Source: an optimization exercise on an open RTL-to-GDS flow (aim: small area, a short achievable clock period and few clock cycles). Production flows keep margins and buffers that such runs may drop. Only simulation tests tie the RTL to the original design; equivalence was not proved. Power figures rest on the tool's default switching activity, not on a simulated workload.

**run.sh**
```bash
#!/bin/bash
# synth_recipe.tcl (not shown) runs the flow's synth.tcl, then flattens the netlist and writes it again
# the make line also repeats each setting of config.mk as NAME=value (left out here)
make -C /OpenROAD-flow-scripts/flow DESIGN_CONFIG=/design/flow/config.mk WORK_HOME=/design/flow/orfs CLKGATE_MAP_FILE= SYNTH_SCRIPT=/design/flow/synth_recipe.tcl finish
```
**config.mk**
```make
export PLATFORM = sky130hd
export DESIGN_NAME = arc4
export DESIGN_NICKNAME = arc4
export VERILOG_FILES = /design/flow/design.v
export SDC_FILE = /design/flow/constraint.sdc
export NUM_CORES = 4
export LEC_CHECK = 0
export CAP_MARGIN = 20
export CORE_MARGIN = 2
export CORE_UTILIZATION = 30
export PLACE_DENSITY = 0.5
export SLEW_MARGIN = 20
```
**design.v**
```verilog
module s_mem(input logic [7:0] address, input logic clock, input logic [7:0] data,
             input logic wren, output logic [7:0] q);
    logic [7:0] mem [0:255];
    always_ff @(posedge clock) begin
        if (wren) begin
            mem[address] <= data;
            q <= data;
        end
        else q <= mem[address];
    end
endmodule
module init(input logic clk, input logic rst_n,
            input logic en, output logic rdy,
            output logic [7:0] addr, output logic [7:0] wrdata, output logic wren);
    logic high;
    logic [7:0] i;
    enum {WAIT,EXEC,DONE} state;
    always_ff @(posedge clk)begin
        if(rst_n == 0) begin
            state <= WAIT;
            high <= 0;
        end
        else unique case(state)
            WAIT:begin
                i <= 0;
                if(en) high <= 1;
                if(!en&& high)begin 
                    high <= 0;
                    state <= EXEC;
                end
            end
            EXEC:begin
                if(i<=255) begin
                    if(addr<255) state<= EXEC;
                    else state <= DONE;
                    i <= i+1;
                end
            end
            DONE:begin
                state <= WAIT;
                i<=0;
            end
        endcase 
    end
    always_comb begin
        wrdata = 0;
        addr = 0;
        rdy = 1;
        wren = 0;
        case(state)
            WAIT: begin
                wrdata = 0;
                addr = 0;
                if(!en&& high) rdy = 0;
                else rdy = 1;
                wren = 0;
            end
            EXEC:begin
                wrdata = i;
                addr = i;
                rdy = 0;
                if(en == 0)
                    wren = 1;
                else wren = 0;
            end
            DONE: begin
                wrdata = 0;
                addr = 0;
                rdy = 0;
                wren = 0;
            end
        endcase
    end
endmodule
module ksa(input logic clk, input logic rst_n,
           input logic en, output logic rdy,
           input logic [23:0] key,
           output logic [7:0] addr, input logic [7:0] rddata, output logic [7:0] wrdata, output logic wren);
    logic high;
    logic [7:0] i,j,si,sj,key0,key1,key2,temp_si;
    logic [3:0] what;
    enum {WAIT,RDSi,RDSj,WRSi,WRSj} state;
    always_ff @(posedge clk)begin
        if(rst_n == 0) begin
            state <= WAIT;
            high <= 0;
        end
        else unique case(state)
            WAIT:begin
                i <= 0;
                j <= 0;
                si <=0;
                sj <=0;
                if(en) high <= 1;
                if(!en && high)begin 
                    high <= 0;
                    state <= RDSi;
                end
            end
            RDSi:begin
                state <= RDSj;
            end
            RDSj:begin
                si <= rddata;
                case (i % 3)
                    0: j <= (j + temp_si + key[23:16]) % 256;  
                    1: j <= (j + temp_si + key[15:8]) % 256;   
                    2: j <= (j + temp_si + key[7:0]) % 256;   
                endcase
                state <= WRSj;
            end
            WRSj:begin 
                sj<=rddata;
                state <= WRSi;
            end
            WRSi:begin
                if(i<255) begin
                    state <= RDSi;
                    i <= i+1;
                end
                else state <= WAIT;
            end
        endcase 
    end
    always_comb begin
        temp_si = 0;
        wrdata = 0;
        addr = 0;
        rdy = 0;
        wren = 0;
        case(state)
            WAIT:begin
                wrdata = 0;
                addr = 0;
                rdy = 1;
                wren = 0;
            end
            RDSi:begin
                wrdata = 0;
                addr = i;
                rdy = 0;
                wren = 0;
            end
            RDSj:begin
                temp_si =rddata;
                wrdata = 0;
                case (i % 3)
                    0: addr = (j + temp_si + key[23:16]) % 256;  
                    1: addr = (j + temp_si + key[15:8]) % 256;   
                    2: addr = (j + temp_si + key[7:0]) % 256;   
                endcase
                rdy = 0;
                wren = 0;
            end
            WRSj:begin
                wrdata = si;
                addr = j;
                rdy = 0;
                wren = 1;
            end
            WRSi:begin
                wrdata = sj;
                addr = i;
                rdy = 0;
                wren = 1;
            end
        endcase
    end
endmodule
module prga(input logic clk, input logic rst_n,
            input logic en, output logic rdy,
            input logic [23:0] key,
            output logic [7:0] s_addr, input logic [7:0] s_rddata, output logic [7:0] s_wrdata, output logic s_wren,
            output logic [7:0] ct_addr, input logic [7:0] ct_rddata,
            output logic [7:0] pt_addr, input logic [7:0] pt_rddata, output logic [7:0] pt_wrdata, output logic pt_wren);
    logic high;
    logic [7:0] pad [255:0];
    logic [7:0] i,j,k,si,sj,msg_len,ctk,temp_si;
    logic [3:0] what;
    enum {WAIT,RDSi,RDSj,WRSi,WRSj,SETj,GETSj,MSG_LEN,GET_LEN,PADk,RDPADk, 
    PT_LEN,RDCTk, GETCTk, WRPTk} state;
    always_ff @(posedge clk)begin
        if(rst_n == 0) begin
            state <= WAIT;
            high <= 0;
        end
        else unique case(state)
            WAIT:begin
                i <= 0;
                j <= 0;
                k <= 1;
                si <=0;
                sj <=0;
                pad[i] <= 8'h0;
                if(en) high <= 1;
                if(!en && high)begin 
                    high <= 0;
                    state <= MSG_LEN;
                end
            end
            MSG_LEN:begin
                state <= GET_LEN;
            end
            GET_LEN:begin
                msg_len <= ct_rddata;
                state <=RDSi;
            end
            RDSi:begin
                if(msg_len != 0) begin 
                    i <= (i+1) % 256;
                end
                state <=SETj;
            end
            SETj:begin
                si <= s_rddata;
                j <= (j + temp_si) % 256; 
                state <= RDSj;
            end
            RDSj:begin
                state <= GETSj;
            end
            GETSj:begin
                sj<=s_rddata;
                state <= WRSj;
            end
            WRSj:begin 
                state <= WRSi;
            end
            WRSi:begin
                state <= RDPADk;
            end
            RDPADk:begin
                state <= PADk;
            end
            PADk:begin
                pad[k] <= s_rddata;
                if(k<msg_len) begin
                    state <= RDSi;
                    k <= k + 1;
                end
                else begin
                    state <= PT_LEN;
                    k<=1;
                end
            end
            PT_LEN:begin
               if(msg_len == 0) state <= WAIT;
               else state <= RDCTk;
            end
            RDCTk:begin
                state <= GETCTk;
            end
            GETCTk:begin
                ctk <= ct_rddata;
                state <= WRPTk;
            end
            WRPTk:begin
                if(k<msg_len) begin
                    state <= RDCTk;
                    k <= k + 1;
                end
                else state <= WAIT;
            end
        endcase 
    end
    always_comb begin
        s_wrdata = 8'b0;
        s_addr = 8'b0;
        s_wren = 1'b0;
        ct_addr = 8'b0;
        pt_wrdata = 8'b0;
        pt_addr = 8'b0;
        pt_wren = 1'b0;
        rdy = 1'b0;
        temp_si = 0;
        case(state)
            WAIT:begin
                s_wrdata = 0;
                s_addr = 0;
                rdy = 1;
                s_wren = 0;
            end
            MSG_LEN:begin
                ct_addr = i;
                rdy = 0;
            end
            GET_LEN:begin
                ct_addr = i;
                rdy = 0;
            end
            RDSi:begin
                s_wrdata = 0;
                s_addr = (i+1) % 256;
                rdy = 0;
                s_wren = 0;
            end
            SETj:begin
                temp_si = s_rddata;
                s_wrdata = 0;
                s_addr = i;
                rdy = 0;
                s_wren = 0;
            end
            RDSj:begin
                s_wrdata = 0;
                s_addr = j;
                rdy = 0;
                s_wren = 0;
            end
            GETSj:begin
                s_wrdata = 0;
                s_addr = j;
                rdy = 0;
                s_wren = 0;
            end
            WRSj:begin
                s_wrdata = si;
                s_addr = j;
                rdy = 0;
                s_wren = 1;
            end
            WRSi:begin
                s_wrdata = sj;
                s_addr = i;
                rdy = 0;
                s_wren = 1;
            end
            RDPADk:begin
                s_wrdata = 0;
                s_addr = (sj+si) % 256;
                rdy = 0;
                s_wren = 0;
            end
            PADk:begin
                s_wrdata = 0;
                s_addr = (sj+si) % 256;
                rdy = 0;
                s_wren = 0;
            end
            PT_LEN:begin
                pt_wrdata = msg_len;
                pt_addr = 0;
                rdy = 0;
                pt_wren = 1;
            end
            RDCTk:begin
                ct_addr = k;
                rdy = 0;
            end
            GETCTk:begin
                ct_addr = k;
                rdy = 0;
            end
            WRPTk:begin
                pt_wrdata = pad[k] ^ ctk; 
                pt_addr = k;
                rdy = 0;
                pt_wren = 1;
            end
        endcase
    end
endmodule
module arc4(input logic clk, input logic rst_n,
            input logic en, output logic rdy,
            input logic [23:0] key,
            output logic [7:0] ct_addr, input logic [7:0] ct_rddata,
            output logic [7:0] pt_addr, input logic [7:0] pt_rddata, output logic [7:0] pt_wrdata, output logic pt_wren);
    logic[7:0] ADDR,WRDATA,Q,ksaADDR,ksaWRDATA,initADDR,initWRDATA,
    prgaADDR,prgaWRDATA;
    logic WREN,ksaWREN,initWREN,initEN,ksaEN,ksaRDY,initRDY,
    prgaEN,prgaRDY,prgaWREN;
    logic high,startflag,initflag,ksaflag,prgaflag;
    enum {WAIT,EXEC,DONE} state;
    always_ff @(posedge clk)begin
        if(rst_n == 0) begin
            state <= WAIT;
            high <= 0; startflag <= 0; initflag <= 0; ksaflag <= 0; prgaflag <= 0;
            initEN <= 0; ksaEN <= 0; prgaEN <= 0;
        end
        else unique case(state)
            WAIT:begin
                if(en) high <= 1;
                if(!en&& high)begin 
                    high <= 0;
                    state <= EXEC;
                    startflag<=1;
                end
            end
            EXEC:begin
                if(startflag) begin 
                    initEN <= 1;
                    startflag <=0;
                end                   
                else initEN <= 0;
                if(!initRDY) initflag <= 1;
                if(initflag && initRDY) begin 
                    initflag <= 0;
                    ksaEN <=1;
                end
                else ksaEN <= 0;
                if(!ksaRDY) ksaflag <= 1;
                if(ksaflag && ksaRDY) begin 
                    ksaflag <= 0;
                    prgaEN <=1;
                end
                else prgaEN <= 0;
                if(!prgaRDY) prgaflag <= 1;
                if(prgaflag && prgaRDY) begin 
                    prgaflag <= 0;
                    state <= WAIT;
                end
                else state <= EXEC;
            end
        endcase 
    end
    always_comb begin
        case(state)
            WAIT: rdy = 1;
            EXEC: rdy = 0;
            default: rdy = 1;
        endcase
    end
    assign WREN = (initRDY & ksaRDY) ? prgaWREN:(initRDY ? ksaWREN : initWREN);
    assign ADDR = (initRDY & ksaRDY) ? prgaADDR:(initRDY ? ksaADDR : initADDR);
    assign WRDATA = (initRDY & ksaRDY) ? prgaWRDATA:(initRDY ? ksaWRDATA : initWRDATA);
    s_mem s(.address(ADDR), .clock(clk), .data(WRDATA), .wren(WREN), .q(Q));
    init i(.clk(clk), .rst_n(rst_n), .en(initEN), .rdy(initRDY),
        .addr(initADDR),.wrdata(initWRDATA),.wren(initWREN));
    ksa k(.clk(clk),.rst_n(rst_n),
        .en(ksaEN), .rdy(ksaRDY),
        .key(key), .addr(ksaADDR), .rddata(Q), .wrdata(ksaWRDATA), .wren(ksaWREN));
    prga p(.clk(clk), .rst_n(rst_n), .en(prgaEN), .rdy(prgaRDY),.key(key),.s_addr(prgaADDR),.s_rddata(Q),
    .s_wrdata(prgaWRDATA),.s_wren(prgaWREN),.ct_addr(ct_addr), .ct_rddata(ct_rddata), .pt_addr(pt_addr), .pt_rddata(pt_rddata), 
    .pt_wrdata(pt_wrdata), .pt_wren(pt_wren));
endmodule
```
**constraint.sdc**
```tcl
create_clock -name core_clock -period 12.0 [get_ports {clk}]
set_input_delay 2.4000 -clock core_clock [delete_from_list [all_inputs] [get_ports {clk}]]
set_output_delay 2.4000 -clock core_clock [all_outputs]
set_load 0.01 [all_outputs]
```
==> flow_summary.toml <==
[clocking]
cts_buffers = 438
clock_path_buffers = 4
root_buffer = "clkbuf_16"
cts_setup_buffers = 0
htree_levels = 5
clock_latency_ns = 1.05
cts_tree = "built"
cts.clk_slew.worst_paths_ns = 0.06
clock_sinks = 4229
ctsHoldBuffers = 0
post_cts_resized = 0

[die]
num_rows = 274
die-height_um = 752
ioPinCount = 69
die_area_um2 = 566000
die_w_um = 752
core_area_um2 = 557000
start_util_pct = 30.1

[logic_synthesis]
syn_area_um2 = 168000
synth_top_family_by_area = "multiplexers"
synth_fp_nets = 7768
synth_flop_cell = "edfxtp_1"
synth_edf_count = 4192
synthCells = 7657
yosys.area_share.adder_pct = 0.533
synth_xor_area_share_pct = 0.394
synth.area.mux_share_pct = 18.4
synth_compound_area_share_pct = 1.15
avgSynthCellArea_um2 = 21.9
ys_types = 78
ys_seq_area_share_pct = 75.4
yosys.area_share.simple_pct = 2.88
synth_warnings = 5
ys_ff_latch = 4229
ys_async_sr_fraction_pct = 0

[timing]
worstMarginPinSlew_ns = 1.32
hold_ws_ns = 0.479
fin_setup_tns_ns = 0
layout_setup_ws_ns = 1.13
finalSetupViolCount = 0
fin_crit_ns = 10.87
fin_crit_sh_pct = 90.5
slew_headroom_pct = 12.2
clock_skew_ns = 0.104
finalHoldViolations = 0
rsz0062_at_grt = "false"
max_freq_ghz = 0.0920
slew_violations = 0

[setup_path]
slowest_delay_ns = 0.69
cp_max_fo = 37
critPathTopFamily = "simple AND/OR/NAND/NOR gates"
worst_setup_path_end_kind = "flip-flop"
r2r_slack_ns = 1.13
crit_buf_inv = 4
crit_type = "flip-flop to flip-flop"
cp_slowest_cell = "nor3_1"
cp_data_arrival_time_ns = 11.54
cp_data_required_time_ns = 12.67
start_kind = "flip-flop"

[drt]
route.detailed.drc = 0
postRouteAntennaNets = 0
dr.first_iter.drc_count = 7743
avgViaCountPerCell = 4.99
via_count = 78900
wl_per_cell_um = 27.4
firstDrtPassIters = 7
wl_um = 434000

[power_and_ir_drop]
vdd_drop_max_mv = 0.171
power_density_nw_per_um2 = 192
p_leak_nw = 63.8

[final_layout]
fill_cells = 51600
seq_area_um2 = 127000
final_layout_size_suffix_gt1_share_pct = 29.4
fin_area_um2 = 194000
multiInputGateArea_um2 = 39900
syn_to_final_growth_pct = 15.3
layout.nets = 8118

[global_route]
antenna_found_initial = 11
grt.overflow.total = 0
grt_max_degree = 191
grt_pass1_vias = 81700
grt_pass1_wl_um = 618000
grt_usage_pct = 14.9

[place]
dp_hpwl_um = 271000
place.gp.congestion = 0.858
dpl_cell_area_um2 = 179000
port_buffers = 60
dp_slack_ns = 1.18

[hold_path]
worstHoldPathType = "flip-flop to flip-flop"

[job]
max-cap-violations = 0

[run_status]
status = "no timing/DRC/antenna violations"
-- report_power, final --
group	switching (mW)	total (mW)	internal [mW]	leakage (nW)
Sequential	0.305	17.2	16.9	43.6
Clock	5.76	13.3	7.50	6.77
Combinational	4.44	6.81	2.37	13.4
Total	10.5	37.2	26.7	63.8
-- layout make-up --
type / instances / area share, %
multi-input combinational: 2890 / 20.6
timing repair buffer: 375 / 1.81
clock inverter: 289 / 1.32
antenna: 6 / 0.00775
inverter: 73 / 0.142
clock buffer: 516 / 5.87
tap: 7452 / 4.82
sequential: 4229 / 65.4
-- synth_stat cells, types with 6 or more instances --
| master | n | area, um2 |
|---|---|---|
| a21o_1 | 16 | 120 |
| buf_6 | 14 | 158 |
| o211a_1 | 6 | 60.1 |
| inv_1 | 72 | 270 |
| nand4_1 | 7 | 43.8 |
| nor3_1 | 201 | 1010 |
| nor2_1 | 468 | 1760 |
| xnor2_1 | 50 | 438 |
| a31oi_1 | 7 | 43.8 |
| o221ai_1 | 9 | 78.8 |
| a211o_1 | 6 | 52.6 |
| and2_1 | 27 | 169 |
| o21ai_0 | 72 | 360 |
| a21oi_1 | 56 | 280 |
| a32oi_1 | 7 | 61.3 |
| o211ai_1 | 7 | 52.6 |
| mux2_2 | 16 | 180 |
| clkbuf_1 | 295 | 1110 |
| ha_1 | 62 | 776 |
| mux2i_1 | 21 | 210 |
| buf_1 | 135 | 507 |
| or3_1 | 8 | 50.1 |
| nor4_1 | 6 | 37.5 |
| a222oi_1 | 8 | 80.1 |
| nor2b_1 | 33 | 206 |
| mux4_2 | 1353 | 30500 |
| a22o_1 | 9 | 78.8 |
| nand2b_1 | 16 | 100 |
| o21bai_1 | 14 | 105 |
| xor2_1 | 23 | 201 |
| nand3b_1 | 22 | 165 |
| a22oi_1 | 12 | 90.1 |
| nand3_1 | 53 | 265 |
| edfxtp_1 | 4192 | 126000 |
| o21a_1 | 6 | 45.0 |
| fa_1 | 6 | 120 |
| buf_2 | 20 | 100 |
| and3_1 | 17 | 106 |
| nand2_1 | 190 | 713 |
| dfxtp_1 | 37 | 741 |
-- per-stage QoR --
stage          power (mW)  util [%]  instances
6_report             37.2      34.7      15800
5_1_grt              38.5      34.7      15800
4_1_cts              37.5      34.7      15800
3_5_place_dp         24.3      32.2      15000
3_3_place_gp         24.2      32.1      15000
2_1_floorplan        21.6         -       7657
-- metal layers --
layer	part of all wire, %	wire length, um	track usage (%)	up-vias
li1	-	-	-	33000
met1	42	182000	20.1	43000
met2	50	215000	25.2	2372
met3	5.6	24400	2.34	588
met4	2.7	11600	3.78	2
met5	0.032	138	0.185	-
-- logic make-up after synthesis --
group / Yosys count
AOI/OAI and AO/OA: 285
xor gates and xnor gates: 74
adders and majority gates: 68
buffers and inverters: 538
DFF: 4229
muxes: 1390
and+or+nand+nor: 1073
-- cell usage in the layout (no fill, tap or decap), types with 25 or more instances in the layout --
cell / count
inv_1: 72
nand2_1: 189
nor2b_1: 33
clkbuf_16: 443
xnor2_1: 50
buf_4: 266
nor2_1: 460
nand3_1: 53
nor3_2: 103
bufinv_16: 34
nor3_1: 103
o21ai_0: 63
a21oi_1: 55
clkbuf_1: 73
and2_1: 27
edfxtp_1: 4192
clkdlybuf4s50_1: 60
dfxtp_1: 25
ha_1: 62
clkinv_1: 115
mux4_2: 1353
buf_12: 38
clkinv_2: 84
-- path summary, 6_finish.rpt --
path	startpoint	to	cells after the start
worst max-delay path	k.i[7]	s.mem[28][2]	36
worst min-delay path	prgaflag	state[0]	1
worst max register to register	k.i[7]	s.mem[28][2]	36
worst min register to register	prgaflag	state[0]	1
-- registers in the layout, summed over array words and instances (netlist names), 2 cells and up, named ones only --
name,cells
p.msg_len,8
k.j,8
k.si,8
p.sj,8
k.i,8
p.i,8
p.state,4
p.ctk,8
k.sj,8
i.state,2
s.mem,2048
p.k,8
k.state,3
p.si,8
p.j,8
p.pad,2048
i.i,8
Testbench counts, summed over its fixed seeds: cycles 348,217.

-- what the ideal ports hide --
Ports are ideal in the flow. The routed layout listed here was re-timed in OpenROAD. Step 1 sets driving cells, clkbuf_16 on the clock port and buf_2 on the other inputs (assumed; they add their load-dependent delay and slew). Step 2 adds t to the input delays and takes it off the output delays; t is the mean of the earliest and latest rising clock arrival at the registers after step 1. Input paths then give back, and output paths get back, about the clock's delay inside the block. Three values: ideal, step 1, step 2; two values: the first two.
t, ns: 1.112
setup slack, ns: 1.134 / 1.134 / 1.134
worst hold slack (ns): 0.479 / 0.479 / 0.479
latest minus earliest clock arrival (ns): 0.104 / 0.104
worst slew at a driven data input, ns: 0.23
After both steps this run still meets setup and hold. The setup slack of this run moves by 0.000 ns with the drivers and by 0.000 ns with both steps.
